This design comes from an exercise in tuning for small area, a short achievable clock period and few clock cycles per item on the open sky130 flow, not from production work. At most, simulation tests tie the RTL to the original design; equivalence was not proved. No functional check of the RTL was part of runs 1 to 6. No activity file was given, so power comes from the tool's default toggle rates.

<file path="flow/config.mk">
export PLATFORM = sky130hd
export DESIGN_NAME = lpc_decoder
export DESIGN_NICKNAME = lpc_decoder
export VERILOG_FILES = /design/flow/design.v
export SDC_FILE = /design/flow/constraint.sdc
export NUM_CORES = 4
export LEC_CHECK = 0
export CAP_MARGIN = 20
export CORE_MARGIN = 2
export CORE_UTILIZATION = 40
export SETUP_SLACK_MARGIN = 3.0
export SLEW_MARGIN = 20
</file>
<file path="flow/constraint.sdc">
create_clock -name core_clock -period 5.0 [get_ports {ACLK}]
set_input_delay 1.0000 -clock core_clock [delete_from_list [all_inputs] [get_ports {ACLK}]]
set_output_delay 1.0000 -clock core_clock [all_outputs]
set_load 0.01 [all_outputs]
</file>
<file path="flow/design.v">
module lpc_decoder(
			input wire ACLK,
			input wire ARESET_N,
			input wire[79:0] TDATA,
			input wire TVALID,
			output wire TREADY,
			input wire EN,
			input wire TUSER,
			input wire TLAST,
			output wire[15:0] OUT_DECODED,
			output wire OUT_VALID,
			input wire OUT_READY,
			output wire OUT_LAST,
			output wire OUT_USER
		);
	integer i, j;
	reg [7:0] rm, cm;
	always @(*) begin
		for (i = 0; i < 8; i = i + 1)
			rm[i] = ^TDATA[8*i +: 8] ^ TDATA[64+i];
		for (j = 0; j < 8; j = j + 1) begin
			cm[j] = TDATA[72+j];
			for (i = 0; i < 8; i = i + 1)
				cm[j] = cm[j] ^ TDATA[8*i+j];
		end
	end
	reg        rdy;        
	reg [3:0]  kh;         
	reg [63:0] r_d;
	reg        r_en, r_user, r_last;
	reg [7:0]  y_rm, y_cm;
	reg [15:0] o_d;
	reg        o_v, o_user, o_last;
	wire acc    = rdy;                         
	wire o_free = ~o_v | OUT_READY;
	wire r_busy = |kh;                         
	wire mv     = r_busy & o_free;             
	wire byp    = acc & o_free;                
	wire r_busy_n = acc | (mv ? |kh[2:0] : r_busy);
	reg [7:0] rh, ch;
	always @(*) begin
		for (i = 0; i < 8; i = i + 1) begin
			rh[i] = y_rm[i] & ~|(y_rm >> (i+1));
			ch[i] = y_cm[i] & ~|(y_cm >> (i+1));
		end
	end
	wire [15:0] beat   = {16{acc}} & TDATA[15:0] | {16{kh[0]}} & r_d[15:0] |
	                     {16{kh[1]}} & r_d[31:16] | {16{kh[2]}} & r_d[47:32] |
	                     {16{kh[3]}} & r_d[63:48];
	wire [1:0]  rh_k   = {2{kh[0]}} & rh[1:0] | {2{kh[1]}} & rh[3:2] |
	                     {2{kh[2]}} & rh[5:4] | {2{kh[3]}} & rh[7:6];
	wire [1:0]  sel    = {2{acc & EN}} & rh[1:0] | {2{r_en}} & rh_k;
	wire [15:0] beat_c = beat ^ {{8{sel[1]}} & ch, {8{sel[0]}} & ch};
	always @(posedge ACLK or negedge ARESET_N) begin
		if (~ARESET_N) begin
			kh     <= 4'd0;
			o_v    <= 1'b0;
		end else begin
			if (acc)
				kh <= byp ? 4'b0010 : 4'b0001;
			else if (mv)
				kh <= {kh[2:0], 1'b0};
			if (byp | mv)
				o_v <= 1'b1;
			else if (OUT_READY)
				o_v <= 1'b0;
		end
	end
	always @(posedge ACLK)
		rdy <= TVALID & ~acc & ~r_busy_n;
	always @(posedge ACLK) begin
		if (~r_busy_n) begin
			y_rm <= rm;
			y_cm <= cm;
		end
		if (acc) begin
			r_d    <= TDATA[63:0];
			r_en   <= EN;
			r_user <= TUSER;
			r_last <= TLAST;
		end
		if (byp | mv) begin
			o_d    <= {beat_c[7:0], beat_c[15:8]};
			o_user <= acc ? TUSER : kh[0] & r_user;
			o_last <= kh[3] & r_last;
		end
	end
	assign TREADY      = rdy;
	assign OUT_VALID   = o_v;
	assign OUT_DECODED = o_d;
	assign OUT_USER    = o_user;
	assign OUT_LAST    = o_last;
endmodule
</file>
<file path="flow/flow/run.sh">
#!/bin/bash
# The standard layout (the standard.sh: ORFS synthesis to finish) with three
# changes: port buffers are buf_1 cells instead of the delay cells ORFS picks,
# clock tree synthesis adds no dummy loads, and it may use smaller clock buffers.
# Each make run writes its full output to a log file in this folder.
set -euo pipefail
here=$(pwd)
CTS="-sink_clustering_enable -repair_clock_nets -dont_use_dummy_load"
bash standard.sh \
  BUFFER_PORTS_ARGS="-buffer_cell sky130_fd_sc_hd__buf_1" \
  CTS_ARGS="$CTS" \
  finish > "$here/standard_make.log" 2>&1
</file>
<file path="flow/standard.sh">
#!/bin/bash
# synth_recipe.tcl (not shown) runs the flow's synth.tcl, then flattens the netlist and writes it again
# the make line also repeats each setting of config.mk as NAME=value (left out here)
make -C /OpenROAD-flow-scripts/flow DESIGN_CONFIG=/design/flow/config.mk WORK_HOME=/design/flow/orfs CLKGATE_MAP_FILE= SYNTH_SCRIPT=/design/flow/synth_recipe.tcl "${@:-finish}"
</file>
==> results.txt, run 1 <==
* Die ar. at 0.0144 mm^2
* Reg2Reg Setup Slack at 2.97 ns
* Ports at 107
* Fin crit period at 2.03 ns
* Rows at 42
* Initial Util at 40.7%
* Setup crit end kind: flop
* Vias in the first global route at 3564
* Mapped Area at 0.00537 mm^2
* Final Worst Setup Slack at 2.97 ns
* CTS buffer count at 9
* Reg-to-reg endpoint: o_d[8]
* Buffers added on ports at 106
* Remaining antenna violation count at 0
* Register area share after synthesis at 59.2%
* Synth cell types at 38
* Unrepaired setup endpoints after global routing: true
* H-tree depth at 3
* Horiz. Die Dim at 120 um
* Final Non-Filler Cells at 692
* # setup viols final at 0
* Post-DP HPWL at 9180 um
* Crit-path max FO at 8
* Clock Sink Count at 107
* Iter 0 DRT Violations at 333
* Longest Clk Path Bufs at 2
* Worst hold slack at 0.516 ns
* Slew margin rel. at 54.0%
* Pleak at 2.04 nW
* Clock Pin Slew Worst Setup and Hold Paths at 0.06 ns
* Final instance area at 0.00648 mm^2
* Synth warn at 1
* Wire length of the first global-routing pass at 19500 um
* Pwr Density at 554 mW/mm^2
* Nets at 605
* Gr usage total at 18.2%
* Fillers at 1212
* GPL Wtd Cong at 0.854
* WS Path Type: reg2reg
* Area Growth Syn to Fin at 20.6%
* R2R depth at 5
* Reg area at 0.00319 mm^2
* Share of layout cells above drive strength 1 at 9.88%
* Syn_area_per_cell at 13.6 um^2
* Crit share post-route at 40.5%
* Outcome: complete, no violations
* Core area at 0.0132 mm^2
* Peak VDD IR at 0.202 mV
* Seq cells post-synth at 107
* Post-synthesis instance total at 394
* Clock latency (worst-skew pair) at 0.34 ns
* Max Cap Viol at 0
* Reg2reg start: y_rm[5]
* Final setup TNS at 0 ns
* Syn Nets at 481
* Drt wl/cell at 18.4 um
* Initial antenna violation count at 0
* Required time worst endpoint at 5.08 ns
* Setup crit start kind: flop
* Grt ovf at 0
* DRT Wirelength at 12800 um
* Pwr Total at 3.59 mW
* CTS root buf: clkbuf_16
* TritonCTS clock tree: built
* Worst Path Arrival at 2.11 ns
* DR vias/cell at 5.19
* Die height at 120 um
* Actual transition at the worst max-transition pin at 0.691 ns
* Place WS at 2.50 ns
* Largest net degree at the start of global routing at 61
* Residual DRC count at 0
* Via count at 3593
* Hold/Removal Path Class: in2async
* Final slew viol count at 0
* DRT Pass-1 Iters at 5
* Ant. Diodes at 0
* Worst Skew at 0.00929 ns
* Multi-input logic area at 0.00228 mm^2
* Post-Place Cells at 666
* Max frequency at 494 MHz
* Count of final hold-check violations at 0
* Util after Layout at 49.1%
* Area after DPL at 0.00598 mm^2
[layout make-up]
| type | count | share of cell area (%) |
|---|---|---|
| inverters | 2 | 0.116 |
| flip-flops and latches | 107 | 49.3 |
| repair buffers | 125 | 8.57 |
| well taps | 176 | 3.40 |
| clock buffers | 9 | 3.48 |
| multi-input cells | 273 | 35.2 |
[placed cells by master (no fill, tap or decap), types with 2 or more instances in the layout]
master / synthesis / layout
xnor2_1: 110 / 110
buf_1: 1 / 106
edfxtp_1: 101 / 101
xor2_1: 34 / 34
nand2_1: 34 / 33
a222oi_1: 16 / 16
a22oi_1: 16 / 16
buf_4: 0 / 16
clkbuf_16: 0 / 9
nor2_1: 7 / 6
nand3_1: 6 / 6
nor2b_1: 4 / 4
o31ai_1: 5 / 4
o22ai_1: 4 / 4
nand4_1: 4 / 4
o311ai_4: 0 / 3
and2_1: 3 / 3
o32ai_1: 4 / 3
inv_1: 2 / 2
nor4_4: 1 / 2
nor3b_1: 2 / 2
o21ai_0: 2 / 2
a21oi_1: 3 / 2
dfrtp_4: 0 / 2
dfrtp_2: 0 / 2
buf_6: 0 / 2
[timing repair]
| item | CTS | global route |
|---|---|---|
| buffers inserted | 12 | 5 |
| hold buffers | 0 | 0 |
| resized for setup | 13 | 12 |
| setup endpoints to repair | 35 | 16 |
| pin swaps | 7 | 9 |
[critical path: stages (launching register included)]
cell and delay [ns]:
edfxtp_1 0.41, or4_4 0.59, a2111oi_4 0.30, buf_6 0.21, o311ai_4 0.09, xnor2_1 0.16
[power breakdown]
| part | internal (mW) | switching (mW) |
|---|---|---|
| logic | 0.483 | 0.814 |
| clock network | 0.318 | 0.276 |
| registers | 1.49 | 0.213 |
| total | 2.29 | 1.30 |
[worst max-delay path by stage]
stage,from,slack [ns],to
floorplan,y_rm[1],2.99,o_d[10]
global placement,kh[2],2.54,o_d[8]
detailed placement,kh[2],2.50,o_d[8]
CTS,kh[1],2.96,o_d[5]
global route,y_rm[5],2.92,o_d[10]
finish,y_rm[5],2.97,o_d[8]
[synthesized netlist by cell type (all sizes together)]
library cell	number	share of area [%]
o22ai	4	0.47
or4bb	2	0.42
nand2b	1	0.12
xor2	34	5.5
nand4b	1	0.16
a221oi	1	0.28
o311ai	3	0.49
a21oi	3	0.28
nor2b	4	0.47
buf	2	0.16
nand4	4	0.47
clkbuf	10	0.70
a22oi	16	2.2
a2111oi	1	0.51
nor4b	1	0.16
nand2	34	2.4
nand3b	1	0.14
and4bb	1	0.23
o32ai	4	0.65
o21ai	2	0.19
nand3	6	0.56
a211oi	1	0.23
xnor2	110	18
dfxtp	1	0.37
and3	1	0.12
dfrtp	5	2.3
a222oi	16	3.0
nor2	7	0.49
or4	1	0.21
edfxtp	101	56
nor4	3	0.63
and2	3	0.35
o31ai	5	0.70
inv	2	0.14
a22o	1	0.16
nor3b	2	0.28
[sequential cells by signal, summed over array words and instances (netlist names), 4 cells and up]
register,cells
kh,4
y_cm,8
o_d,16
r_d,64
y_rm,8
[per-layer routing]
metal	vias up	wire (um)	GRT usage, %
li1	1710	-	-
met1	1720	5370	23.6
met2	142	6380	31.1
met3	21	718	3.09
met4	0	291	5.96
met5	-	0	0
[cell families after synthesis]
kind of cell              count (synthesis)  share of synthesized area [%]
xor gates and xnor gates                144                           23.5
AOI/OAI and AO/OA                        57                           9.18
DFF                                     107                           59.2
and+or+nand+nor                          72                           7.17
buffers and inverters                    14                           1.00
==> run 2, diff against run 1 <==
--- a/flow/config.mk
+++ b/flow/config.mk
@@ -5,6 +5,7 @@
 export SDC_FILE = /design/flow/constraint.sdc
 export NUM_CORES = 4
 export LEC_CHECK = 0
+export ABC_CLOCK_PERIOD_IN_PS = 1500
 export CAP_MARGIN = 20
 export CORE_MARGIN = 2
 export CORE_UTILIZATION = 40
==> run 2 against run 1 <==
Compared with the run above: synthesized cell count did not move; utilization did not move; register-to-register slack barely moved; maximum frequency did not move; sequential power barely moved; first-iteration DRC count did not move; worst setup slack did not move; highest routed layer unchanged.
==> results.txt, run 2 <==
* Drt wl/cell at 18.4 um (unchanged)
* Top reg by flops: r_d
* Unrepaired setup endpoints after global routing: true
* Ant. Diodes at 0 (unchanged)
* Pwr Total at 3.59 mW (unchanged)
* Clock Pin Slew Worst Setup and Hold Paths at 0.06 ns (about the same)
* Core area at 0.0132 mm^2 (unchanged)
* Ys flop type: edfxtp_1
* CP top delay family: simple AND/OR/NAND/NOR gates
* Register area share after synthesis at 59.2% (unchanged)
* CP max stage delay at 0.59 ns (about the same)
* Wire length of the first global-routing pass at 19500 um (unchanged)
* Setup crit end kind: flop
* Top cells by count, synth: xnor2_1 (110), edfxtp_1 (101), nand2_1 (34), xor2_1 (34)
* Peak VDD IR at 0.202 mV (unchanged)
* Longest Clk Path Bufs at 2 (unchanged)
* Sw Ratio at 36.3% (unchanged)
* Max frequency at 494 MHz (unchanged)
* Pwr Density at 554 mW/mm^2 (unchanged)
* Vias in the first global route at 3564 (unchanged)
* Slowest CP cell: or4_4
* Hold/Removal Path Class: in2async
* Required time worst endpoint at 5.08 ns (about the same)
* Nets at 605 (unchanged)
* Die height at 120 um (unchanged)
* Residual DRC count at 0 (unchanged)
* Levels on crit path at 5 (unchanged)
* Actual transition at the worst max-transition pin at 0.691 ns (unchanged)
* Max Cap Viol at 0 (unchanged)
* Pint at 2.29 mW (unchanged)
* Commonest non-fill, non-tap cells in the layout: xnor2_1 (110), buf_1 (106), edfxtp_1 (101)
* WS Path Type: reg2reg
* Final Non-Filler Cells at 692 (unchanged)
* Crit share post-route at 40.5% (unchanged)
* Die ar. at 0.0144 mm^2 (unchanged)
* Clock Sink Count at 107 (unchanged)
* Gr usage total at 18.2% (unchanged)
* Iter 0 DRT Violations at 333 (unchanged)
* Commonest non-fill, non-tap cell in the layout: xnor2_1
* Post-Place Cells at 666 (unchanged)
* Remaining antenna violation count at 0 (unchanged)
* Count of final hold-check violations at 0 (unchanged)
* Proportion of power drawn by combinational gates at 36.1% (about the same)
* DRT Wirelength at 12800 um (unchanged)
* # setup viols final at 0 (unchanged)
* Flop pwr share at 47.3% (about the same)
* Area Growth Syn to Fin at 20.6% (unchanged)
* Seq cells post-synth at 107 (unchanged)
* Grt ovf at 0 (unchanged)
* Syn_area_per_cell at 13.6 um^2 (unchanged)
* Worst hold slack at 0.516 ns (unchanged)
* Clock latency (worst-skew pair) at 0.34 ns (about the same)
* Syn Nets at 481 (unchanged)
* Post-synth EDFFs at 101 (unchanged)
* Crit-path max FO at 8 (unchanged)
* Worst Path Arrival at 2.11 ns (about the same)
* Setup crit start kind: flop
* Max reg flops at 64 (unchanged)
* TritonCTS clock tree: built
* Hold Buf Count CTS at 0 (unchanged)
* Top-count cell post-synth: xnor2_1
* Rows at 42 (unchanged)
* Via count at 3593 (unchanged)
* Share of layout cells above drive strength 1 at 9.88% (unchanged)
* Post-DP HPWL at 9180 um (unchanged)
* Clock Power Share at 16.5% (about the same)
* GPL Wtd Cong at 0.854 (unchanged)
* WP buf/inv at 1 (unchanged)
* R2R depth at 5 (unchanged)
* CTS root buf: clkbuf_16
* Post-synthesis instance total at 394 (unchanged)
* Outcome: complete, no violations
* H-tree depth at 3 (unchanged)
* Initial Util at 40.7% (unchanged)
* Final slew viol count at 0 (unchanged)
* Largest net degree at the start of global routing at 61 (unchanged)
* Cell taking the most area after synthesis: edfxtp_1
* Horiz. Die Dim at 120 um (unchanged)
* Async SR Flop Fraction at 4.67% (unchanged)
* Initial antenna violation count at 0 (unchanged)
* Largest registers: r_d: 64 flops, o_d: 16 flops
* Mapped Area at 0.00537 mm^2 (unchanged)
* Pleak at 2.04 nW (unchanged)
* Ordered list of cells on the worst path: or4_4 > a2111oi_4 > buf_6 > o311ai_4 > xnor2_1
* Final setup TNS at 0 ns (unchanged)
* Switching power total at 1.30 mW (unchanged)
* Ports at 107 (unchanged)
* Util after Layout at 49.1% (unchanged)
* Top cells by area, synth: edfxtp_1 (56%), xnor2_1 (18%), xor2_1 (5.5%)
* DR vias/cell at 5.19 (unchanged)
* Fin crit period at 2.03 ns (unchanged)
* Share of the synthesized area in the top cell type at 56.5% (unchanged)
* Buffers added on ports at 106 (unchanged)
* Synth cell types at 38 (unchanged)
* Worst Skew at 0.00929 ns (unchanged)
* Synth warn at 1 (unchanged)
* Slew margin rel. at 54.0% (unchanged)
* DRT Pass-1 Iters at 5 (unchanged)
* CTS buffer count at 9 (unchanged)
## run 2: cell counts in the layout (fill, tap and decap cells not counted)
Identical to the previous run, type by type.
## run 2: worst paths after layout
kind,startpoint,to,slack (ns)
max in group asynchronous,ARESET_N,kh[0],4.23
worst min-delay path,ARESET_N,kh[1],0.52
worst min register to register,r_last,o_last,0.53
worst max-delay path,y_rm[5],o_d[8],2.97
worst max register to register,y_rm[5],o_d[8],2.97
min in group core_clock,r_last,o_last,0.53
## run 2: routing by layer
layer | part of all wire, % | track usage [%]
met1 | 42 | 23.6
met2 | 50 | 31.1
met5 | 0 | 0
met4 | 2.3 | 5.96
met3 | 5.6 | 3.09
## run 2: layout make-up
cell class                      count  area (um^2)
Inverter                            2         7.51
Timing Repair Buffer              125          556
Multi-Input combinational cell    273         2280
Clock buffer                        9          225
Sequential cell                   107         3190
Tap cell                          176          220
Fill cell                        1212         6710
## run 2: power groups by stage
stage	combinational (mW)	sequential (mW)	clock (mW)
2_1_floorplan	0.719	1.73	0
3_3_place_gp	1.05	1.78	0
3_5_place_dp	1.06	1.80	0
4_1_cts	1.22	1.71	0.607
5_1_grt	1.42	1.73	0.636
6_report	1.30	1.70	0.594
## run 2: logic make-up after synthesis
family / share of synthesized area (%)
buffers and inverters: 1.00
AND/OR/NAND/NOR: 7.17
AO/OA/AOI/OAI: 9.18
XOR/XNOR: 23.5
flip-flops: 59.2
## run 2: through the flow
| step | instance area (um^2) | worst slack (ns) |
|---|---|---|
| after floorplan | 5390 | 2.99 |
| after global placement | 5980 | 2.54 |
| after detailed placement | 5980 | 2.50 |
| after CTS | 6360 | 2.96 |
| after global routing | 6480 | 2.92 |
| final | 6480 | 2.97 |
## run 2: what timing repair did
item,4_1_cts,5_1_grt
hold endpoints to repair,0,0
pin swaps,7,9
buffers inserted,12,5
endpoints found under the setup margin,35,16
gates resized for setup,13,12
==> run 3, diff against run 2 <==
--- a/flow/design.v
+++ b/flow/design.v
@@ -24,11 +24,27 @@
 				cm[j] = cm[j] ^ TDATA[8*i+j];
 		end
 	end
+	reg [7:0] y_rm, y_cm;
+	always @(posedge ACLK) begin
+		y_rm <= rm;
+		y_cm <= cm;
+	end
+	reg [7:0] rh, ch;
+	reg [2:0] rn, cn;
+	always @(*) begin
+		for (i = 0; i < 8; i = i + 1) begin
+			rh[i] = y_rm[i] & ~|(y_rm >> (i+1));
+			ch[i] = y_cm[i] & ~|(y_cm >> (i+1));
+		end
+		rn = {|rh[7:4], |{rh[7:6], rh[3:2]}, |{rh[7], rh[5], rh[3], rh[1]}};
+		cn = {|ch[7:4], |{ch[7:6], ch[3:2]}, |{ch[7], ch[5], ch[3], ch[1]}};
+	end
 	reg        rdy;        
 	reg [3:0]  kh;         
 	reg [63:0] r_d;
-	reg        r_en, r_user, r_last;
-	reg [7:0]  y_rm, y_cm;
+	reg        r_user, r_last;
+	reg        f_v;        
+	reg [2:0]  f_row, f_col;    
 	reg [15:0] o_d;
 	reg        o_v, o_user, o_last;
 	wire acc    = rdy;                         
@@ -37,20 +53,21 @@
 	wire mv     = r_busy & o_free;             
 	wire byp    = acc & o_free;                
 	wire r_busy_n = acc | (mv ? |kh[2:0] : r_busy);
-	reg [7:0] rh, ch;
-	always @(*) begin
-		for (i = 0; i < 8; i = i + 1) begin
-			rh[i] = y_rm[i] & ~|(y_rm >> (i+1));
-			ch[i] = y_cm[i] & ~|(y_cm >> (i+1));
-		end
-	end
 	wire [15:0] beat   = {16{acc}} & TDATA[15:0] | {16{kh[0]}} & r_d[15:0] |
 	                     {16{kh[1]}} & r_d[31:16] | {16{kh[2]}} & r_d[47:32] |
 	                     {16{kh[3]}} & r_d[63:48];
-	wire [1:0]  rh_k   = {2{kh[0]}} & rh[1:0] | {2{kh[1]}} & rh[3:2] |
-	                     {2{kh[2]}} & rh[5:4] | {2{kh[3]}} & rh[7:6];
-	wire [1:0]  sel    = {2{acc & EN}} & rh[1:0] | {2{r_en}} & rh_k;
-	wire [15:0] beat_c = beat ^ {{8{sel[1]}} & ch, {8{sel[0]}} & ch};
+	wire [1:0]  k      = {kh[3] | kh[2], kh[3] | kh[1]};
+	reg  [15:0] flip_y, flip_f, flip;
+	always @(*) begin
+		for (j = 0; j < 8; j = j + 1) begin
+			flip_y[j]   = EN & rh[0] & ch[j];
+			flip_y[8+j] = EN & rh[1] & ch[j];
+			flip_f[j]   = f_v & (f_row == {k, 1'b0}) & (f_col == j);
+			flip_f[8+j] = f_v & (f_row == {k, 1'b1}) & (f_col == j);
+		end
+		flip = acc ? flip_y : flip_f;
+	end
+	wire [15:0] beat_c = beat ^ flip;           
 	always @(posedge ACLK or negedge ARESET_N) begin
 		if (~ARESET_N) begin
 			kh     <= 4'd0;
@@ -69,15 +86,13 @@
 	always @(posedge ACLK)
 		rdy <= TVALID & ~acc & ~r_busy_n;
 	always @(posedge ACLK) begin
-		if (~r_busy_n) begin
-			y_rm <= rm;
-			y_cm <= cm;
-		end
 		if (acc) begin
 			r_d    <= TDATA[63:0];
-			r_en   <= EN;
 			r_user <= TUSER;
 			r_last <= TLAST;
+			f_v    <= EN & |y_rm & |y_cm;
+			f_row  <= rn;
+			f_col  <= cn;
 		end
 		if (byp | mv) begin
 			o_d    <= {beat_c[7:0], beat_c[15:8]};
--- a/flow/config.mk
+++ b/flow/config.mk
@@ -5,7 +5,6 @@
 export SDC_FILE = /design/flow/constraint.sdc
 export NUM_CORES = 4
 export LEC_CHECK = 0
-export ABC_CLOCK_PERIOD_IN_PS = 1500
 export CAP_MARGIN = 20
 export CORE_MARGIN = 2
 export CORE_UTILIZATION = 40
==> run 3 against run 2 <==
Compared with the run above: sequential share of layout area shrank 0.67 points; synthesized cell count increased by 6.9%; register-to-register slack better by 0.09 ns; combinational power down 12%; critical path depth down 4; critical path type is now reg2out; utilization is 0.43 points higher; design area up 2.1%; clock-buffer cell count rose by 8; highest routed layer unchanged.
==> results.txt, run 3 <==
* Outcome: complete, no violations
* Ant. Diodes at 0 (unchanged)
* Buffers added on ports at 106 (unchanged)
* CTS buffer count at 17 (+8)
* CP top delay family: flip-flops
* WS Path Type: reg2out
* Area after DPL at 0.00607 mm^2 (+1.5%)
* Initial antenna violation count at 0 (unchanged)
* Unrepaired setup endpoints after global routing: false
* Worst Path Arrival at 0.98 ns (-1.13 ns)
* Setup crit start kind: flop
* Share of the synthesized area in the top cell type at 49.8% (-6.7 points)
* Final slew viol count at 0 (unchanged)
* Register area share after synthesis at 58.2% (-0.92 points)
* Actual transition at the worst max-transition pin at 0.668 ns (-0.0231 ns)
* Post-DP HPWL at 9290 um (+1.2%)
* Remaining antenna violation count at 0 (unchanged)
* Slowest CP cell: dfxtp_4
* Seq cells post-synth at 113 (+5.6%)
* Iter 0 DRT Violations at 381 (+14%)
* Levels on crit path at 1 (-4)
* H-tree depth at 4 (+1)
* Pwr Density at 570 mW/mm^2 (+2.9%)
* DRT Wirelength at 13400 um (+4.7%)
* Max Cap Viol at 0 (unchanged)
* Top reg by flops: r_d
* Final setup TNS at 0 ns (unchanged)
* R2R depth at 5 (unchanged)
* Cell taking the most area after synthesis: edfxtp_1
* Wire length of the first global-routing pass at 19900 um (+1.8%)
* Grt ovf at 0 (unchanged)
* TritonCTS clock tree: built
* Die ar. at 0.0147 mm^2 (+2.1%)
* Ports at 107 (unchanged)
* Clock latency (worst-skew pair) at 0.40 ns (+0.06 ns)
* Fin crit period at 1.98 ns (-0.0483 ns)
* Reg-to-reg endpoint: o_d[8]
* Longest Clk Path Bufs at 2 (unchanged)
* Drt wl/cell at 18.6 um (+1.1%)
* Rows at 42 (unchanged)
* Nets at 630 (+4.1%)
* Commonest non-fill, non-tap cell in the layout: xnor2_1
* Peak VDD IR at 0.234 mV (+16%)
* GPL Wtd Cong at 0.791 (-7.5%)
* DR vias/cell at 5.23 (+0.78%)
* Async SR Flop Fraction at 4.42% (-0.25 points)
* Top cells by count, synth: xnor2_1 (112), edfxtp_1 (91), xor2_1 (33), nand2_1 (30), nor2_1 (22)
* Syn Nets at 508 (+5.6%)
* Post-synth EDFFs at 91 (-9.9%)
* Setup crit end kind: primary output
* Share of layout cells above drive strength 1 at 8.32% (-1.6 points)
* CP max stage delay at 0.42 ns (-0.17 ns)
* Slew margin rel. at 55.4% (+1.4 points)
* Commonest non-fill, non-tap cells in the layout: xnor2_1 (112), buf_1 (105), edfxtp_1 (91)
* Max reg flops at 64 (unchanged)
* Post-Place Cells at 692 (+3.9%)
* Flop pwr share at 44.8% (-2.5 points)
* Pint at 2.48 mW (+8.6%)
* Top-count cell post-synth: xnor2_1
* Synth warn at 1 (unchanged)
* Residual DRC count at 0 (unchanged)
* Final instance area at 0.00662 mm^2 (+2.1%)
* Fillers at 1221 (+0.74%)
* Clock Pin Slew Worst Setup and Hold Paths at 0.05 ns (about the same)
* Sw Ratio at 34.2% (-2.1 points)
* Count of final hold-check violations at 0 (unchanged)
* Pleak at 2.12 nW (+4.2%)
* Clock Power Share at 24.6% (+8.1 points)
* Area Growth Syn to Fin at 20.5%
* Syn_area_per_cell at 13.0 um^2 (-4.3%)
* Die height at 121 um (+1.1%)
* Worst hold slack at 0.444 ns (-0.0725 ns)
* Hold Buf Count CTS at 0 (unchanged)
* CTS root buf: clkbuf_16
* Horiz. Die Dim at 121 um (+1.1%)
* Worst Skew at 0.0183 ns (+0.00901 ns)
* Synth cell types at 38 (unchanged)
* Via count at 3752 (+4.4%)
* Ordered list of cells on the worst path: clkbuf_2
* Final Non-Filler Cells at 717 (+3.6%)
* Util after Layout at 49.6% (+0.43 points)
* Largest registers: r_d: 64 flops, o_d: 16 flops
* Crit-path max FO at 7 (-1)
* Reg2reg start: kh[2]
* Top cells by area, synth: edfxtp_1 (50%), xnor2_1 (18%), dfxtp_1 (6.2%)
* Hold/Removal Path Class: in2async
* Gr usage total at 18.5% (+0.32 points)
* Vias in the first global route at 3639 (+2.1%)
* Largest net degree at the start of global routing at 52 (-15%)
* Proportion of power drawn by combinational gates at 30.6% (-5.5 points)
* Initial Util at 41.1% (+0.41 points)
* DRT Pass-1 Iters at 7 (+2)
* Post-synthesis instance total at 421 (+6.9%)
* WP buf/inv at 1 (unchanged)
* Reg2Reg Setup Slack at 3.06 ns (+0.09 ns)
* # setup viols final at 0 (unchanged)
* Switching power total at 1.29 mW (-1.1%)
* Clock Sink Count at 113 (+5.6%)
* Max frequency at 506 MHz (+2.4%)
* Core area at 0.0133 mm^2 (+1.2%)
* Ys flop type: edfxtp_1
* Required time worst endpoint at 4.00 ns (-1.08 ns)
* Crit share post-route at 39.6% (-0.97 points)
* Mapped Area at 0.00549 mm^2 (+2.2%)
## run 3: changes by cell type in the layout (fill, tap and decap cells not counted), moves of 8 or more
cell,delta
edfxtp_1,-10
clkbuf_16,+8
nor2_1,+15
a31oi_1,+12
buf_4,-11
dfxtp_1,+16
## run 3: logic make-up (layout without fill, tap and decap cells)
| family | count (synthesis) | in the layout | share of synthesized area (%) |
|---|---|---|---|
| xor gates and xnor gates | 145 | 145 | 23.1 |
| DFF | 113 | 113 | 58.2 |
| and+or+nand+nor | 84 | 84 | 8.41 |
| AOI/OAI and AO/OA | 61 | 62 | 8.75 |
| buffers and inverters | 18 | 137 | 1.46 |
## run 3: what timing repair did
item / 4_1_cts / 5_1_grt
setup buffers: 2 / 5
endpoints found under the hold margin: 0 / 0
pin swaps: 0 / 0
gates resized for setup: 4 / 7
setup endpoints to repair: 35 / 17
cloned: 0 / 1
## run 3: worst max-delay path by stage
| stage | from | to |
|---|---|---|
| global route | rdy | TREADY |
| global placement | kh[2] | o_d[8] |
| finish | rdy | TREADY |
| CTS | rdy | TREADY |
| floorplan | rdy | o_d[10] |
| detailed placement | kh[2] | o_d[15] |
## run 3: cell type report
class                      count  area, um^2  area share (%)
clock buffer                  17         425            6.43
multi-input combinational    291        2250            34.0
timing repair buffer         114         483            7.30
inverter                       6        22.5           0.340
tap                          176         220            3.33
sequential                   113        3210            48.6
## run 3: metal layers
metal / GRT usage [%] / up-vias / share of wire (%)
li1: - / 1770 / -
met1: 24.4 / 1807 / 43
met2: 30.3 / 166 / 49
met3: 4.75 / 9 / 6.7
met4: 5.32 / 0 / 0.86
met5: 0 / - / 0
## run 3: stage by stage
stage / setup slack [ns] / total power, mW
6_report: 3.02 / 3.77
2_1_floorplan: 3.01 / 2.38
5_1_grt: 3.00 / 3.97
4_1_cts: 2.92 / 3.71
3_5_place_dp: 2.71 / 2.75
3_3_place_gp: 2.81 / 2.73
## run 3: power groups by stage
| stage | clock network [mW] | logic (mW) | registers (mW) |
|---|---|---|---|
| 2_1_floorplan | 0 | 0.719 | 1.67 |
| 3_3_place_gp | 0 | 0.989 | 1.74 |
| 3_5_place_dp | 0 | 1.00 | 1.75 |
| 4_1_cts | 0.941 | 1.07 | 1.70 |
| 5_1_grt | 0.982 | 1.26 | 1.73 |
| 6_report | 0.928 | 1.15 | 1.69 |
==> run 4, diff against run 3 <==
--- a/flow/flow/run.sh
+++ b/flow/flow/run.sh
@@ -5,7 +5,7 @@
 # Each make run writes its full output to a log file in this folder.
 set -euo pipefail
 here=$(pwd)
-CTS="-sink_clustering_enable -repair_clock_nets -dont_use_dummy_load"
+CTS="-sink_clustering_enable -repair_clock_nets -dont_use_dummy_load -sink_clustering_size 30 -sink_clustering_max_diameter 100"
 bash standard.sh \
   BUFFER_PORTS_ARGS="-buffer_cell sky130_fd_sc_hd__buf_1" \
   CTS_ARGS="$CTS" \
==> run 4 against run 3 <==
Compared with the run above: die area unchanged; largest cell class unchanged; worst setup slack stayed put; clock power about the same; sequential power is essentially flat; combinational power about the same; register-to-register slack hardly changed; clock skew unchanged; non-clock buffer count unchanged; global-route usage stayed put; first-iteration DRC count stayed put.
==> results.txt, run 4 <==
* Crit-path max FO at 7 (unchanged)
* Gr usage total at 18.5% (unchanged)
* Clock latency (worst-skew pair) at 0.40 ns (about the same)
* Slowest CP cell: dfxtp_4
* Setup crit end kind: primary output
* Top cells by area, synth: edfxtp_1 (50%), xnor2_1 (18%), dfxtp_1 (6.2%)
* Worst Skew at 0.0183 ns (unchanged)
* Commonest non-fill, non-tap cells in the layout: xnor2_1 (112), buf_1 (105), edfxtp_1 (91)
* Area Growth Syn to Fin at 20.5% (unchanged)
* CTS root buf: clkbuf_16
* Longest Clk Path Bufs at 2 (unchanged)
* Top-count cell post-synth: xnor2_1
* # setup viols final at 0 (unchanged)
* Ordered list of cells on the worst path: clkbuf_2
* CTS buffer count at 17 (unchanged)
* Crit share post-route at 39.6% (unchanged)
* GPL Wtd Cong at 0.791 (unchanged)
* Commonest non-fill, non-tap cell in the layout: xnor2_1
* Seq cells post-synth at 113 (unchanged)
* Share of the synthesized area in the top cell type at 49.8% (unchanged)
* Max reg flops at 64 (unchanged)
* Largest net degree at the start of global routing at 52 (unchanged)
* Required time worst endpoint at 4.00 ns (about the same)
* WP buf/inv at 1 (unchanged)
* DRT Wirelength at 13400 um (unchanged)
* Syn_area_per_cell at 13.0 um^2 (unchanged)
* Post-synthesis instance total at 421 (unchanged)
* Nets at 630 (unchanged)
* Clock Sink Count at 113 (unchanged)
* Horiz. Die Dim at 121 um (unchanged)
* Fillers at 1221 (unchanged)
* Final Non-Filler Cells at 717 (unchanged)
* WS Path Type: reg2out
* Final Worst Setup Slack at 3.02 ns (unchanged)
* Cell taking the most area after synthesis: edfxtp_1
* Async SR Flop Fraction at 4.42% (unchanged)
* Pwr Density at 570 mW/mm^2 (unchanged)
* Fin crit period at 1.98 ns (unchanged)
* Post-Place Cells at 692 (unchanged)
* Via count at 3752 (unchanged)
* Buffers added on ports at 106 (unchanged)
* DR vias/cell at 5.23 (unchanged)
* Initial antenna violation count at 0 (unchanged)
* Final setup TNS at 0 ns (unchanged)
* DRT Pass-1 Iters at 7 (unchanged)
* Unrepaired setup endpoints after global routing: false
* Residual DRC count at 0 (unchanged)
* Top reg by flops: r_d
* Largest registers: r_d: 64 flops, o_d: 16 flops
* TritonCTS clock tree: built
* CP top delay family: flip-flops
* Register area share after synthesis at 58.2% (unchanged)
* Actual transition at the worst max-transition pin at 0.668 ns (unchanged)
* Synth warn at 1 (unchanged)
* Ant. Diodes at 0 (unchanged)
* Ys flop type: edfxtp_1
* CP max stage delay at 0.42 ns (about the same)
* Place WS at 2.71 ns (unchanged)
* Outcome: complete, no violations
* Peak VDD IR at 0.234 mV (unchanged)
* Slew margin rel. at 55.4% (unchanged)
* Rows at 42 (unchanged)
* Ports at 107 (unchanged)
* Clock Pin Slew Worst Setup and Hold Paths at 0.05 ns (about the same)
* Iter 0 DRT Violations at 381 (unchanged)
* Syn Nets at 508 (unchanged)
* Post-synth EDFFs at 91 (unchanged)
* Die height at 121 um (unchanged)
* Core area at 0.0133 mm^2 (unchanged)
* Post-DP HPWL at 9290 um (unchanged)
* Hold/Removal Path Class: in2async
* Share of layout cells above drive strength 1 at 8.32% (unchanged)
* Max frequency at 506 MHz (unchanged)
* Grt ovf at 0 (unchanged)
* H-tree depth at 4 (unchanged)
* Hold Buf Count CTS at 0 (unchanged)
* Vias in the first global route at 3639 (unchanged)
* Mapped Area at 0.00549 mm^2 (unchanged)
* Count of final hold-check violations at 0 (unchanged)
* Worst Path Arrival at 0.98 ns (about the same)
* Drt wl/cell at 18.6 um (unchanged)
* Synth cell types at 38 (unchanged)
* Remaining antenna violation count at 0 (unchanged)
* Max Cap Viol at 0 (unchanged)
* Pleak at 2.12 nW (unchanged)
* Final slew viol count at 0 (unchanged)
* Top cells by count, synth: xnor2_1 (112), edfxtp_1 (91), xor2_1 (33), nand2_1 (30), nor2_1 (22)
* Setup crit start kind: flop
* Wire length of the first global-routing pass at 19900 um (unchanged)
* Die ar. at 0.0147 mm^2 (unchanged)
* Initial Util at 41.1% (unchanged)
## run 4: cell counts after synthesis
Identical to the previous run, type by type.
## run 4: final timing paths
kind / start / endpoint / slack [ns] / cells past startpoint
setup / recovery: rdy / TREADY / 3.02 / 1
hold / removal: ARESET_N / kh[0] / 0.44 / 1
setup reg to reg: kh[2] / o_d[8] / 3.06 / 5
hold reg to reg: r_last / o_last / 0.53 / 1
max in group asynchronous: ARESET_N / kh[3] / 4.31 / 1
min in group core_clock: r_last / o_last / 0.53 / 1
## run 4: logic make-up after synthesis
group | synth area share [%]
compound gates | 8.75
xor+xnor | 23.1
simple gates | 8.41
flops | 58.2
buf+inv | 1.46
## run 4: area by class of cell
type	instances	area [um^2]	share of cell area, %
multi-input cells	291	2250	34.0
well taps	176	220	3.33
flip-flops and latches	113	3210	48.6
clock buffers	17	425	6.43
inverters	6	22.5	0.340
repair buffers	114	483	7.30
## run 4: report_power, final
| group | leakage, nW | internal (mW) | switching (mW) |
|---|---|---|---|
| sequential | 1.04 | 1.44 | 0.255 |
| clock | 0.209 | 0.584 | 0.345 |
| combinational | 0.867 | 0.463 | 0.689 |
## run 4: through the flow
step	hold slack (ns)	total power [mW]	instance area [um^2]	util [%]
global route	0.448	3.97	6620	49.6
finish	0.444	3.77	6620	49.6
detailed placement	0.520	2.75	6070	45.5
CTS	0.443	3.71	6540	49.0
global placement	0.513	2.73	6070	45.5
floorplan	0.503	2.38	5500	-
## run 4: timing repair
item / CTS / global route
buffers inserted: 2 / 5
hold endpoints to repair: 0 / 0
endpoints found under the setup margin: 35 / 17
resized for setup: 4 / 7
cloned: 0 / 1
## run 4: metal layers
layer  track usage (%)  wire [um]  vias to the layer above
met5                 0          0                        -
met3              4.75        901                        9
met4              5.32        115                        0
met2              30.3       6570                      166
met1              24.4       5780                     1807
li1                  -          -                     1770
==> run 5, diff against run 4 <==
--- a/flow/design.v
+++ b/flow/design.v
@@ -94,11 +94,12 @@
 			f_row  <= rn;
 			f_col  <= cn;
 		end
-		if (byp | mv) begin
-			o_d    <= {beat_c[7:0], beat_c[15:8]};
-			o_user <= acc ? TUSER : kh[0] & r_user;
-			o_last <= kh[3] & r_last;
-		end
+	end
+	wire ld = byp | mv;
+	always @(posedge ACLK) begin
+		o_d    <= {16{ld}} & {beat_c[7:0], beat_c[15:8]} | {16{~ld}} & o_d;
+		o_user <= ld & (acc ? TUSER : kh[0] & r_user) | ~ld & o_user;
+		o_last <= ld & kh[3] & r_last | ~ld & o_last;
 	end
 	assign TREADY      = rdy;
 	assign OUT_VALID   = o_v;
--- a/flow/flow/run.sh
+++ b/flow/flow/run.sh
@@ -5,7 +5,7 @@
 # Each make run writes its full output to a log file in this folder.
 set -euo pipefail
 here=$(pwd)
-CTS="-sink_clustering_enable -repair_clock_nets -dont_use_dummy_load -sink_clustering_size 30 -sink_clustering_max_diameter 100"
+CTS="-sink_clustering_enable -repair_clock_nets -dont_use_dummy_load"
 bash standard.sh \
   BUFFER_PORTS_ARGS="-buffer_cell sky130_fd_sc_hd__buf_1" \
   CTS_ARGS="$CTS" \
--- a/flow/config.mk
+++ b/flow/config.mk
@@ -8,5 +8,5 @@
 export CAP_MARGIN = 20
 export CORE_MARGIN = 2
 export CORE_UTILIZATION = 40
-export SETUP_SLACK_MARGIN = 3.0
+export SETUP_SLACK_MARGIN = 3.15
 export SLEW_MARGIN = 20
==> run 5 against run 4 <==
Compared with the run above: still clean; global-route usage increased by 1.1 points; combinational power increased by 26%; sequential power about the same; synthesized cell count increased by 1.7%; worst hold slack improved by 0.0070 ns; clock-buffer cell count unchanged; die area decreased by 0.31%; largest cell class unchanged.
==> results.txt, run 5 <==
* Outcome: complete, no violations
* DR vias/cell at 5.29 (+1.0%)
* Worst Skew at 0.0146 ns (-0.00375 ns)
* Max frequency at 514 MHz (+1.6%)
* Unrepaired setup endpoints after global routing: true
* Longest Clk Path Bufs at 2 (unchanged)
* CTS buffer count at 17 (unchanged)
* Ant. Diodes at 0 (unchanged)
* Post-synthesis instance total at 428 (+1.7%)
* Cell taking the most area after synthesis: edfxtp_1
* Pwr Density at 588 mW/mm^2 (+3.2%)
* CTS root buf: clkbuf_16
* Pleak at 2.36 nW (+11%)
* Synth cell types at 43 (+13%)
* Peak VDD IR at 0.259 mV (+10%)
* Area Growth Syn to Fin at 26.7%
* Place WS at 2.41 ns (-0.295 ns)
* Commonest non-fill, non-tap cell in the layout: xnor2_1
* Hold/Removal Path Class: in2async
* Worst Path Arrival at 2.09 ns (+1.11 ns)
* Flop pwr share at 41.6% (-3.2 points)
* Share of layout cells above drive strength 1 at 16.5% (+8.1 points)
* Synth warn at 1 (unchanged)
* Crit-path max FO at 8 (+1)
* H-tree depth at 4 (unchanged)
* Mapped Area at 0.00547 mm^2 (-0.32%)
* Metal-1 WL at 5860 um (+1.5%)
* Actual transition at the worst max-transition pin at 0.485 ns (-0.182 ns)
* Setup crit end kind: flop
* Nets at 648 (+2.9%)
* Via count at 3885 (+3.5%)
* Crit share post-route at 38.9% (-0.63 points)
* Share of the synthesized area in the top cell type at 49.4% (-0.39 points)
* Fin crit period at 1.95 ns (-0.0317 ns)
* Hold Buf Count CTS at 0 (unchanged)
* Top layer in use: met4
* DRT Wirelength at 13800 um (+3.3%)
* Die ar. at 0.0146 mm^2 (-0.31%)
* Seq cells post-synth at 113 (unchanged)
* Pint at 2.66 mW (+7.1%)
* Commonest non-fill, non-tap cells in the layout: xnor2_1 (98), edfxtp_1 (90), buf_1 (90)
* Wire length of the first global-routing pass at 21100 um (+6.2%)
* Clock Pin Slew Worst Setup and Hold Paths at 0.05 ns (about the same)
* Iter 0 DRT Violations at 378 (-0.79%)
* Met3 Routed Length at 964 um (+7.0%)
* Clock Power Share at 22.8% (-1.8 points)
* Clock latency (worst-skew pair) at 0.40 ns (about the same)
* Horiz. Die Dim at 121 um (-0.15%)
* Die height at 121 um (-0.15%)
* Buffers added on ports at 106 (unchanged)
* Reg2Reg Setup Slack at 3.05 ns (about the same)
* Residual DRC count at 0 (unchanged)
* TritonCTS clock tree: built
* Required time worst endpoint at 5.14 ns (+1.14 ns)
* DRT Pass-1 Iters at 6 (-1)
* WS Path Type: reg2reg
* Top-count cell post-synth: xnor2_1
* Final Worst Setup Slack at 3.05 ns (+0.0317 ns)
* Top cells by count, synth: xnor2_1 (98), edfxtp_1 (90), xor2_1 (47), nand2_1 (39), dfxtp_1 (18)
* Pwr Total at 4.08 mW (+8.1%)
* Ports at 107 (unchanged)
* Worst hold slack at 0.451 ns (+0.00698 ns)
* Drt wl/cell at 18.8 um (+0.78%)
* Initial antenna violation count at 0 (unchanged)
* Grt ovf at 0 (unchanged)
* # setup viols final at 0 (unchanged)
* Core area at 0.0133 mm^2 (-0.39%)
* Vias in the first global route at 3931 (+8.0%)
* Final setup TNS at 0 ns (unchanged)
* Rows at 42 (unchanged)
* Top cells by area, synth: edfxtp_1 (49%), xnor2_1 (16%), xor2_1 (7.5%)
* Initial Util at 41.2% (about the same)
* Slew margin rel. at 67.6% (+12 points)
* Final slew viol count at 0 (unchanged)
* Post-DP HPWL at 9590 um (+3.2%)
* Count of final hold-check violations at 0 (unchanged)
* Remaining antenna violation count at 0 (unchanged)
* Syn_area_per_cell at 12.8 um^2 (-1.9%)
* Max Cap Viol at 0 (unchanged)
* Post-synth EDFFs at 90 (-1.1%)
* GPL Wtd Cong at 0.806 (+2.0%)
* Switching power total at 1.42 mW (+10%)
* Ys flop type: edfxtp_1
* Sw Ratio at 34.8% (+0.66 points)
* Register area share after synthesis at 58.3% (about the same)
* Proportion of power drawn by combinational gates at 35.6% (+5.0 points)
* Metal2 WL at 6660 um (+1.3%)
* Gr usage total at 19.6% (+1.1 points)
* Async SR Flop Fraction at 4.42% (unchanged)
* Largest net degree at the start of global routing at 36 (-31%)
* Clock Sink Count at 113 (unchanged)
* Syn Nets at 515 (+1.4%)
* Setup crit start kind: flop
[run 5: repair_timing]
action                     CTS  global route
gates resized for setup     32            26
pin swaps                    9             8
gates cloned                 1             0
setup buffers               15             4
setup endpoints to repair   54            52
[run 5: metal layers]
| layer | track usage [%] | vias to the layer above |
|---|---|---|
| li1 | - | 1815 |
| met1 | 25.3 | 1873 |
| met2 | 31.8 | 171 |
| met3 | 4.37 | 26 |
| met4 | 8.50 | 0 |
| met5 | 0 | - |
[run 5: cells by family (layout without fill, tap and decap cells)]
logic type / after synthesis / in the layout / share of synthesized area [%]
xor+xnor: 145 / 145 / 23.2
flops: 113 / 113 / 58.3
simple gates: 90 / 90 / 8.41
compound gates: 61 / 62 / 8.78
buf+inv: 19 / 149 / 1.35
[run 5: critical path: stages (launching register included)]
cell and delay, ns:
dfrtp_4 0.47, xor2_1 0.15, or4_4 0.44, o211a_4 0.23, buf_6 0.14, o31ai_4 0.17
xor2_1 0.10
[run 5: cell type report]
class / count / area (um^2)
Inverter: 6 / 22.5
Fill cell: 1151 / 6360
Tap cell: 176 / 220
Timing Repair Buffer: 126 / 634
Sequential cell: 113 / 3210
Clock buffer: 17 / 425
Multi-Input combinational cell: 297 / 2420
[run 5: power groups by stage]
| stage | clock (mW) | combinational [mW] | sequential, mW |
|---|---|---|---|
| floorplan | 0 | 0.738 | 1.73 |
| global placement | 0 | 1.01 | 1.83 |
| detailed placement | 0 | 1.02 | 1.84 |
| CTS | 0.943 | 1.36 | 1.69 |
| global route | 0.982 | 1.58 | 1.73 |
| finish | 0.929 | 1.45 | 1.70 |
[run 5: worst paths after layout]
| check | startpoint | to | depth (start not counted) |
|---|---|---|---|
| setup / recovery | kh[2] | flop | 6 |
| hold / removal | ARESET_N | kh[0] | 1 |
| setup reg to reg | kh[2] | flop | 6 |
| hold reg to reg | o_last | o_last | 2 |
| max in group asynchronous | ARESET_N | kh[3] | 1 |
| min in group core_clock | o_last | o_last | 2 |
[run 5: stage by stage]
step / utilization, % / instance area [um^2] / cells
CTS: 51.2 / 6800 / 731
finish: 52.2 / 6930 / 735
detailed placement: 45.9 / 6110 / 698
global route: 52.2 / 6930 / 735
floorplan: - / 5540 / 428
global placement: 45.9 / 6110 / 698
==> run 6, diff against run 5 <==
--- a/flow/design.v
+++ b/flow/design.v
@@ -40,7 +40,8 @@
 		cn = {|ch[7:4], |{ch[7:6], ch[3:2]}, |{ch[7], ch[5], ch[3], ch[1]}};
 	end
 	reg        rdy;        
-	reg [3:0]  kh;         
+	reg        r_busy;     
+	reg [1:0]  k;          
 	reg [63:0] r_d;
 	reg        r_user, r_last;
 	reg        f_v;        
@@ -49,14 +50,14 @@
 	reg        o_v, o_user, o_last;
 	wire acc    = rdy;                         
 	wire o_free = ~o_v | OUT_READY;
-	wire r_busy = |kh;                         
 	wire mv     = r_busy & o_free;             
 	wire byp    = acc & o_free;                
-	wire r_busy_n = acc | (mv ? |kh[2:0] : r_busy);
-	wire [15:0] beat   = {16{acc}} & TDATA[15:0] | {16{kh[0]}} & r_d[15:0] |
+	wire r_busy_n = acc | (mv ? ~&k : r_busy);
+	wire [3:0] kh = {4{r_busy}} & {k == 2'd3, k == 2'd2, k == 2'd1, k == 2'd0};
+	wire idle = ~r_busy;
+	wire [15:0] beat   = {16{idle}} & TDATA[15:0] | {16{kh[0]}} & r_d[15:0] |
 	                     {16{kh[1]}} & r_d[31:16] | {16{kh[2]}} & r_d[47:32] |
 	                     {16{kh[3]}} & r_d[63:48];
-	wire [1:0]  k      = {kh[3] | kh[2], kh[3] | kh[1]};
 	reg  [15:0] flip_y, flip_f, flip;
 	always @(*) begin
 		for (j = 0; j < 8; j = j + 1) begin
@@ -65,18 +66,23 @@
 			flip_f[j]   = f_v & (f_row == {k, 1'b0}) & (f_col == j);
 			flip_f[8+j] = f_v & (f_row == {k, 1'b1}) & (f_col == j);
 		end
-		flip = acc ? flip_y : flip_f;
+		flip = idle ? flip_y : flip_f;
 	end
 	wire [15:0] beat_c = beat ^ flip;           
 	always @(posedge ACLK or negedge ARESET_N) begin
 		if (~ARESET_N) begin
-			kh     <= 4'd0;
+			r_busy <= 1'b0;
+			k      <= 2'd0;
 			o_v    <= 1'b0;
 		end else begin
-			if (acc)
-				kh <= byp ? 4'b0010 : 4'b0001;
-			else if (mv)
-				kh <= {kh[2:0], 1'b0};
+			if (acc) begin
+				r_busy <= 1'b1;
+				k      <= {1'b0, byp};
+			end else if (mv) begin
+				k <= {k[1] ^ k[0], ~k[0]};
+				if (&k)
+					r_busy <= 1'b0;
+			end
 			if (byp | mv)
 				o_v <= 1'b1;
 			else if (OUT_READY)
@@ -86,7 +92,7 @@
 	always @(posedge ACLK)
 		rdy <= TVALID & ~acc & ~r_busy_n;
 	always @(posedge ACLK) begin
-		if (acc) begin
+		if (idle) begin
 			r_d    <= TDATA[63:0];
 			r_user <= TUSER;
 			r_last <= TLAST;
@@ -94,12 +100,11 @@
 			f_row  <= rn;
 			f_col  <= cn;
 		end
-	end
-	wire ld = byp | mv;
-	always @(posedge ACLK) begin
-		o_d    <= {16{ld}} & {beat_c[7:0], beat_c[15:8]} | {16{~ld}} & o_d;
-		o_user <= ld & (acc ? TUSER : kh[0] & r_user) | ~ld & o_user;
-		o_last <= ld & kh[3] & r_last | ~ld & o_last;
+		if (byp | mv) begin
+			o_d    <= {beat_c[7:0], beat_c[15:8]};
+			o_user <= idle ? TUSER : kh[0] & r_user;
+			o_last <= kh[3] & r_last;
+		end
 	end
 	assign TREADY      = rdy;
 	assign OUT_VALID   = o_v;
--- a/flow/config.mk
+++ b/flow/config.mk
@@ -8,5 +8,5 @@
 export CAP_MARGIN = 20
 export CORE_MARGIN = 2
 export CORE_UTILIZATION = 40
-export SETUP_SLACK_MARGIN = 3.15
+export SETUP_SLACK_MARGIN = 3.1
 export SLEW_MARGIN = 20
==> run 6 against run 5 <==
Compared with the run above: still clean on timing, DRC and antenna; global-route usage shrank 1.5 points; worst hold slack better by 0.0084 ns; sequential cell count is 1 lower; maximum frequency up 1.4%; clock-buffer cell count shrank 8; area after synthesis increased by 0.82%; clock skew is 0.0058 ns lower; critical path type is now reg2out; largest cell class unchanged.
==> results.txt, run 6 <==
* Initial Util at 41.3% (+0.18 points)
* Slew margin rel. at 65.8% (-1.8 points)
* Ordered list of cells on the worst path: clkbuf_2
* Adder-Cell Fraction of Synth Area at 0.907% (+0.91 points)
* Final slew viol count at 0 (unchanged)
* Remaining antenna violation count at 0 (unchanged)
* Grt met2 use at 29.5% (-2.3 points)
* Multi-input logic area at 0.00234 mm^2 (-3.4%)
* Post-Place Cells at 698 (unchanged)
* Share of layout cells above drive strength 1 at 6.57% (-9.9 points)
* Commonest non-fill, non-tap cell in the layout: xnor2_1
* Residual DRC count at 0 (unchanged)
* Post-DP HPWL at 9600 um (about the same)
* Area Growth Syn to Fin at 16.8%
* Crit share post-route at 38.4% (-0.54 points)
* CTS root buf: clkbuf_16
* Seq cells post-synth at 112 (-0.88%)
* Gr usage total at 18.2% (-1.5 points)
* Wire length of the first global-routing pass at 19900 um (-5.7%)
* Setup crit start kind: flop
* Clock latency (worst-skew pair) at 0.34 ns (-0.06 ns)
* Nets at 626 (-3.4%)
* Reg2reg start: k[0]
* Synth warn at 1 (unchanged)
* Required time worst endpoint at 4.00 ns (-1.14 ns)
* Horiz. Die Dim at 121 um (+0.40%)
* Combinational family with the most area after synthesis: XOR/XNOR gates
* Cell taking the most area after synthesis: edfxtp_1
* Levels on crit path at 1 (-5)
* Mapped Area at 0.00552 mm^2 (+0.82%)
* Post-synthesis compound-gate area fraction at 10.9% (+2.1 points)
* Util after Layout at 48.3% (-3.9 points)
* R2R depth at 6 (unchanged)
* Hold Buf Count CTS at 0 (unchanged)
* Post-synthesis mux area share at 0% (unchanged)
* Ant. Diodes at 0 (unchanged)
* Worst Path Arrival at 0.92 ns (-1.17 ns)
* Largest registers: r_d: 64 flops, o_d: 16 flops
* Top-count cell post-synth: xnor2_1
* Worst Skew at 0.00873 ns (-0.00583 ns)
* Die height at 121 um (+0.40%)
* Register area share after synthesis at 57.5% (-0.75 points)
* Fin crit period at 1.92 ns (-0.0269 ns)
* WP buf/inv at 1 (unchanged)
* Ys flop type: edfxtp_1
* Outcome: complete, no violations
* Post-synthesis instance total at 429 (+0.23%)
* Unrepaired setup endpoints after global routing: true
* Longest Clk Path Bufs at 2 (unchanged)
* Via count at 3676 (-5.4%)
* Vias in the first global route at 3582 (-8.9%)
* # setup viols final at 0 (unchanged)
* Syn_area_per_cell at 12.9 um^2 (+0.59%)
* Pleak at 1.99 nW (-16%)
* Top reg by flops: r_d
* Hold path depth at 1
* Post-synth EDFFs at 91 (+1.1%)
* Iter 0 DRT Violations at 235 (-38%)
* CTS buffer count at 9 (-8)
* Max reg flops at 64
* Buffers added on ports at 106 (unchanged)
* Pwr Density at 540 mW/mm^2 (-8.2%)
* Die ar. at 0.0148 mm^2 (+0.80%)
* Syn Nets at 520 (+0.97%)
* Max Cap Viol at 0 (unchanged)
* DRT Wirelength at 13300 um (-3.9%)
* Rows at 42 (unchanged)
* Share of the synthesized area in the top cell type at 49.5% (+0.14 points)
* CP max stage delay at 0.43 ns (-0.04 ns)
* Async SR Flop Fraction at 3.57% (-0.85 points)
* WS Path Type: reg2out
* Final Non-Filler Cells at 709 (-3.5%)
* Core area at 0.0133 mm^2 (+0.39%)
* Drt wl/cell at 18.7 um (-0.39%)
* Reg area at 0.00318 mm^2 (-0.86%)
* DRT Pass-1 Iters at 4 (-2)
* Synth Area in Simple Gates at 5.56% (-2.9 points)
* Setup crit end kind: primary output
* Ports at 107 (unchanged)
* Largest net degree at the start of global routing at 56 (+56%)
* TritonCTS clock tree: built
* Clock Sink Count at 112 (-0.88%)
* CP top delay family: flip-flops
* Commonest non-fill, non-tap cells in the layout: xnor2_1 (112), buf_1 (101), edfxtp_1 (91)
* Slowest CP cell: edfxtp_1
* Final setup TNS at 0 ns (unchanged)
* Top cells by count, synth: xnor2_1 (112), edfxtp_1 (91), a21oi_1 (36), xor2_1 (36), a22oi_1 (34)
* GPL Wtd Cong at 0.810 (+0.47%)
* Clock Pin Slew Worst Setup and Hold Paths at 0.07 ns (+0.02 ns)
* Count of final hold-check violations at 0 (unchanged)
* Crit-path max FO at 1 (-7)
* GR peak layer: met2
* Initial antenna violation count at 0 (unchanged)
* Xor-xnor portion of the synthesized cell area at 23.5% (+0.29 points)
* HP Start: rdy
* Grt ovf at 0 (unchanged)
* Fillers at 1235 (+7.3%)
* Max frequency at 521 MHz (+1.4%)
* Worst hold slack at 0.459 ns (+0.00837 ns)
* CP Launch Point: o_d[3]
* GR Util met3 at 3.52% (-0.85 points)
* Hold/Removal Path Class: reg2reg
* Actual transition at the worst max-transition pin at 0.513 ns (+0.0275 ns)
* DR vias/cell at 5.18 (-1.9%)
* Top cells by area, synth: edfxtp_1 (50%), xnor2_1 (18%), dfxtp_1 (6.2%)
* Peak VDD IR at 0.217 mV (-16%)
* H-tree depth at 3 (-1)
* GR Layer Usage met1 at 25.2% (-0.14 points)
* Synth cell types at 36 (-16%)
-- run 6: cell count changes in the layout (fill, tap and decap cells not counted), sizes merged, moves of 4 or more --
cell / before / now
xnor2: 98 / 112
a222oi: 16 / 0
nor2: 15 / 11
o22ai: 10 / 6
a21oi: 5 / 36
xor2: 47 / 36
buf: 115 / 104
nand2: 40 / 9
a32oi: 0 / 6
ha: 0 / 4
a22oi: 16 / 34
nand3: 8 / 4
clkbuf: 28 / 14
-- run 6: stage by stage --
step	area, um^2	power [mW]	worst slack, ns
floorplan	5530	2.40	3.09
global placement	6090	2.75	2.49
detailed placement	6090	2.79	2.32
CTS	6380	3.45	3.08
global route	6440	3.66	3.03
finish	6440	3.48	3.08
-- run 6: what timing repair did --
item,CTS,global route
endpoints found under the hold margin,0,0
pin swaps,0,3
setup buffers,0,2
endpoints found under the setup margin,60,19
resized for setup,15,13
-- run 6: final cells by class --
class / instances / area share, %
Inverter: 8 / 0.660
Tap cell: 176 / 3.42
Timing Repair Buffer: 109 / 6.74
Multi-Input combinational cell: 295 / 36.3
Clock buffer: 9 / 3.49
Sequential cell: 112 / 49.3
-- run 6: kinds of logic (layout without fill, tap and decap cells) --
group,count (synthesis),after routing
compound gates,93,93
xor+xnor,148,148
flops,112,112
buf+inv,22,126
simple gates,50,50
fa+ha+maj,4,4
-- run 6: where the power goes --
group	switching, mW	internal (mW)
Combinational	0.756	0.482
Sequential	0.208	1.43
Clock	0.290	0.319
-- run 6: path summary, 6_finish.rpt --
check / endpoint / slack (ns)
worst max-delay path: OUT_DECODED[3] / 3.08
worst min-delay path: k[1] / 0.46
worst max register to register: o_d[6] / 3.14
worst min register to register: k[1] / 0.46
max in group asynchronous: k[0] / 4.30
min in group asynchronous: o_v / 0.48
-- run 6: routing by layer --
metal / part of all wire (%) / vias to the layer above / wire (um)
met1: 44 / 1776 / 5850
met5: 0 / - / 0
met4: 1.1 / 0 / 147
li1: - / 1757 / -
met2: 48 / 130 / 6420
met3: 6.4 / 13 / 848
==> run 7, diff against run 6 <==
--- a/flow/design.v
+++ b/flow/design.v
@@ -54,8 +54,7 @@
 	wire byp    = acc & o_free;                
 	wire r_busy_n = acc | (mv ? ~&k : r_busy);
 	wire [3:0] kh = {4{r_busy}} & {k == 2'd3, k == 2'd2, k == 2'd1, k == 2'd0};
-	wire idle = ~r_busy;
-	wire [15:0] beat   = {16{idle}} & TDATA[15:0] | {16{kh[0]}} & r_d[15:0] |
+	wire [15:0] beat   = {16{acc}} & TDATA[15:0] | {16{kh[0]}} & r_d[15:0] |
 	                     {16{kh[1]}} & r_d[31:16] | {16{kh[2]}} & r_d[47:32] |
 	                     {16{kh[3]}} & r_d[63:48];
 	reg  [15:0] flip_y, flip_f, flip;
@@ -66,7 +65,7 @@
 			flip_f[j]   = f_v & (f_row == {k, 1'b0}) & (f_col == j);
 			flip_f[8+j] = f_v & (f_row == {k, 1'b1}) & (f_col == j);
 		end
-		flip = idle ? flip_y : flip_f;
+		flip = acc ? flip_y : flip_f;
 	end
 	wire [15:0] beat_c = beat ^ flip;           
 	always @(posedge ACLK or negedge ARESET_N) begin
@@ -92,7 +91,7 @@
 	always @(posedge ACLK)
 		rdy <= TVALID & ~acc & ~r_busy_n;
 	always @(posedge ACLK) begin
-		if (idle) begin
+		if (acc) begin
 			r_d    <= TDATA[63:0];
 			r_user <= TUSER;
 			r_last <= TLAST;
@@ -102,7 +101,7 @@
 		end
 		if (byp | mv) begin
 			o_d    <= {beat_c[7:0], beat_c[15:8]};
-			o_user <= idle ? TUSER : kh[0] & r_user;
+			o_user <= acc ? TUSER : kh[0] & r_user;
 			o_last <= kh[3] & r_last;
 		end
 	end
--- a/flow/config.mk
+++ b/flow/config.mk
@@ -8,5 +8,5 @@
 export CAP_MARGIN = 20
 export CORE_MARGIN = 2
 export CORE_UTILIZATION = 40
-export SETUP_SLACK_MARGIN = 3.1
+export SETUP_SLACK_MARGIN = 3.15
 export SLEW_MARGIN = 20
==> run 7 against run 6 <==
Compared with the run above: still clean; non-clock buffer count grew 4; clock skew grew 0.0016 ns; worst hold slack improved by 0.023 ns; die area decreased by 0.90%; first-iteration DRC count shrank 1.3%; total power decreased by 3.9%; worst setup slack improved by 0.021 ns; routed wire length is 2.3% lower; area after synthesis fell by 0.93%; global-route usage up 0.38 points; register-to-register slack improved by 0.07 ns; via count shrank 2.3%; largest power group unchanged.
==> results.txt, run 7 <==
* Outcome: complete, no violations
* Clock Sink Count at 112 (unchanged)
* DRT Wirelength at 13000 um (-2.3%)
* Gr usage total at 18.5% (+0.38 points)
* Ys flop type: edfxtp_1
* Cell taking the most area after synthesis: edfxtp_1
* Vias in the first global route at 3497 (-2.4%)
* Reg-to-reg endpoint: o_d[5]
* Ordered list of cells on the worst path: clkbuf_2
* Die height at 121 um (-0.45%)
* Pwr Density at 509 mW/mm^2 (-5.7%)
* GPL Wtd Cong at 0.796 (-1.7%)
* Switching power total at 1.16 mW (-7.6%)
* Final slew viol count at 0 (unchanged)
* Top reg by flops: r_d
* CTS buffer count at 9 (unchanged)
* Count of final hold-check violations at 0 (unchanged)
* Mapped Area at 0.00547 mm^2 (-0.93%)
* DR vias/cell at 5.08 (-1.9%)
* Ant. Diodes at 0 (unchanged)
* Final setup TNS at 0 ns (unchanged)
* Worst Skew at 0.0104 ns (+0.00164 ns)
* TritonCTS clock tree: built
* Peak VDD IR at 0.173 mV (-20%)
* Via count at 3590 (-2.3%)
* Iter 0 DRT Violations at 232 (-1.3%)
* CP max stage delay at 0.42 ns (about the same)
* Clock Power Share at 17.9% (+0.4 points)
* Remaining antenna violation count at 0 (unchanged)
* Synth cell types at 32 (-11%)
* Longest Clk Path Bufs at 2 (unchanged)
* Hold Buf Count CTS at 0 (unchanged)
* CTS root buf: clkbuf_16
* Max reg flops at 64 (unchanged)
* Area Growth Syn to Fin at 20.1%
* CP top delay family: flip-flops
* Pint at 2.18 mW (-1.9%)
* Ports at 107 (unchanged)
* Grt ovf at 0 (unchanged)
* Top cells by count, synth: xnor2_1 (120), edfxtp_1 (91), a22oi_1 (48), nand2_1 (26), xor2_1 (26)
* Hold/Removal Path Class: in2async
* Flop pwr share at 46.1% (-0.9 points)
* Rows at 42 (unchanged)
* Top-count cell post-synth: xnor2_1
* Max frequency at 527 MHz (+1.1%)
* Top cells by area, synth: edfxtp_1 (50%), xnor2_1 (19%), a22oi_1 (6.6%)
* Core area at 0.0133 mm^2 (-0.39%)
* Actual transition at the worst max-transition pin at 0.548 ns (+0.0358 ns)
* Initial antenna violation count at 0 (unchanged)
* Required time worst endpoint at 4.00 ns (about the same)
* Share of layout cells above drive strength 1 at 13.2% (+6.6 points)
* Drt wl/cell at 18.4 um (-1.9%)
* Place WS at 2.84 ns (+0.520 ns)
* Reg2Reg Setup Slack at 3.21 ns (+0.07 ns)
* Multi-input logic area at 0.00241 mm^2 (+2.9%)
* Seq cells post-synth at 112 (unchanged)
* Share of the synthesized area in the top cell type at 50.0% (+0.46 points)
* Fin crit period at 1.90 ns (-0.0206 ns)
* Syn Nets at 512 (-1.5%)
* Die ar. at 0.0146 mm^2 (-0.90%)
* Crit-path max FO at 1 (unchanged)
* Largest registers: r_d: 64 flops, o_d: 16 flops
* Setup crit end kind: primary output
* Nets at 623 (-0.48%)
* Horiz. Die Dim at 121 um (-0.45%)
* WP buf/inv at 1 (unchanged)
* Pleak at 2.09 nW (+5.2%)
* Reg area at 0.00318 mm^2 (unchanged)
* Post-synth EDFFs at 91 (unchanged)
* Worst Path Arrival at 0.90 ns (-0.02 ns)
* Setup crit start kind: flop
-- run 7: cell count changes after synthesis, sizes merged, moves of 5 or more --
cell,delta
a32oi,-6
a21oi,-33
clkbuf,+5
o22ai,+10
buf,-6
xnor2,+8
a22oi,+14
xor2,-10
nand2,+17
-- run 7: kinds of logic after synthesis --
group	after synthesis	synth area share (%)
DFF	112	58.0
and+or+nand+nor	64	6.64
xor gates and xnor gates	146	23.4
adders and majority gates	4	0.916
AOI/OAI and AO/OA	75	9.64
buffers and inverters	20	1.37
-- run 7: power by group through the flow --
stage	clock network [mW]	registers, mW	logic [mW]
global placement	0	1.59	1.03
finish	0.599	1.54	1.20
global route	0.650	1.57	1.32
detailed placement	0	1.60	1.05
floorplan	0	1.57	0.727
CTS	0.611	1.53	1.17
-- run 7: routing by layer --
metal	part of all wire (%)	vias to the layer above	routed length (um)	track usage [%]
li1	-	1734	-	-
met1	46	1716	5980	26.4
met2	47	132	6090	28.7
met3	6.1	8	792	4.23
met4	0.82	0	106	4.72
met5	0	-	0	0
-- run 7: worst max-delay path by stage --
| stage | slack (ns) | to | cells past startpoint | from |
|---|---|---|---|---|
| floorplan | 3.01 | o_d[0] | 4 | rdy |
| detailed placement | 2.84 | o_d[6] | 5 | EN |
| global route | 3.06 | OUT_DECODED[3] | 1 | o_d[3] |
| CTS | 3.09 | OUT_DECODED[6] | 1 | o_d[6] |
| global placement | 2.85 | o_d[6] | 5 | EN |
| finish | 3.10 | OUT_DECODED[2] | 1 | o_d[2] |
-- run 7: metrics by stage --
| stage | cell area (um^2) | power [mW] | hold WS [ns] | cells | util [%] |
|---|---|---|---|---|---|
| final | 6570 | 3.34 | 0.482 | 706 | 49.4 |
| after global placement | 6160 | 2.63 | 0.567 | 691 | 46.4 |
| after global routing | 6570 | 3.54 | 0.486 | 706 | 49.4 |
| after detailed placement | 6160 | 2.64 | 0.560 | 691 | 46.4 |
| after floorplan | 5610 | 2.30 | 0.535 | 421 | - |
| after CTS | 6480 | 3.31 | 0.479 | 703 | 48.7 |
-- run 7: cell type report --
cell class                      instances  share of cell area (%)
Sequential cell                       112                    48.4
Inverter                                7                   0.400
Tap cell                              176                    3.35
Multi-Input combinational cell        289                    36.7
Clock buffer                            9                    3.43
Timing Repair Buffer                  113                    7.68
-- run 7: repair_timing --
| action | CTS | global route |
|---|---|---|
| setup buffers | 3 | 3 |
| pin swaps | 0 | 4 |
| setup endpoints to repair | 45 | 35 |
| resized for setup | 10 | 26 |
Testbench counts of run 7, summed over its fixed seeds: cycles 12,816, items 3,200.

==> separate check: timing with driven ports <==
The flow's constraints put no driver on any port. The routed layouts listed below were extracted and timed again, unchanged, in two steps.
Step 1, drivers: a clkbuf_16 drives ACLK and a buf_2 each remaining input, both assumed.
Step 2 also shifts input and output timing later by t, the mid clock arrival at the registers, as if the neighbouring blocks saw the same clock.
Three values: ideal, step 1, step 2; two values: the first two.
| run | shift t [ns] | setup WS [ns] |
|---|---|---|
| run 1 | 0.370 | 2.974 / 2.974 / 2.724 |
| run 2 | 0.370 | 2.974 / 2.974 / 2.724 |
| run 3 | 0.437 | 3.022 / 2.981 / 2.726 |
| run 4 | 0.437 | 3.022 / 2.981 / 2.726 |
| run 5 | 0.431 | 3.054 / 3.053 / 2.726 |
| run 6 | 0.374 | 3.081 / 3.041 / 2.740 |
| run 7 | 0.371 | 3.101 / 3.063 / 2.867 |
After both steps setup and hold are still met in every run listed.
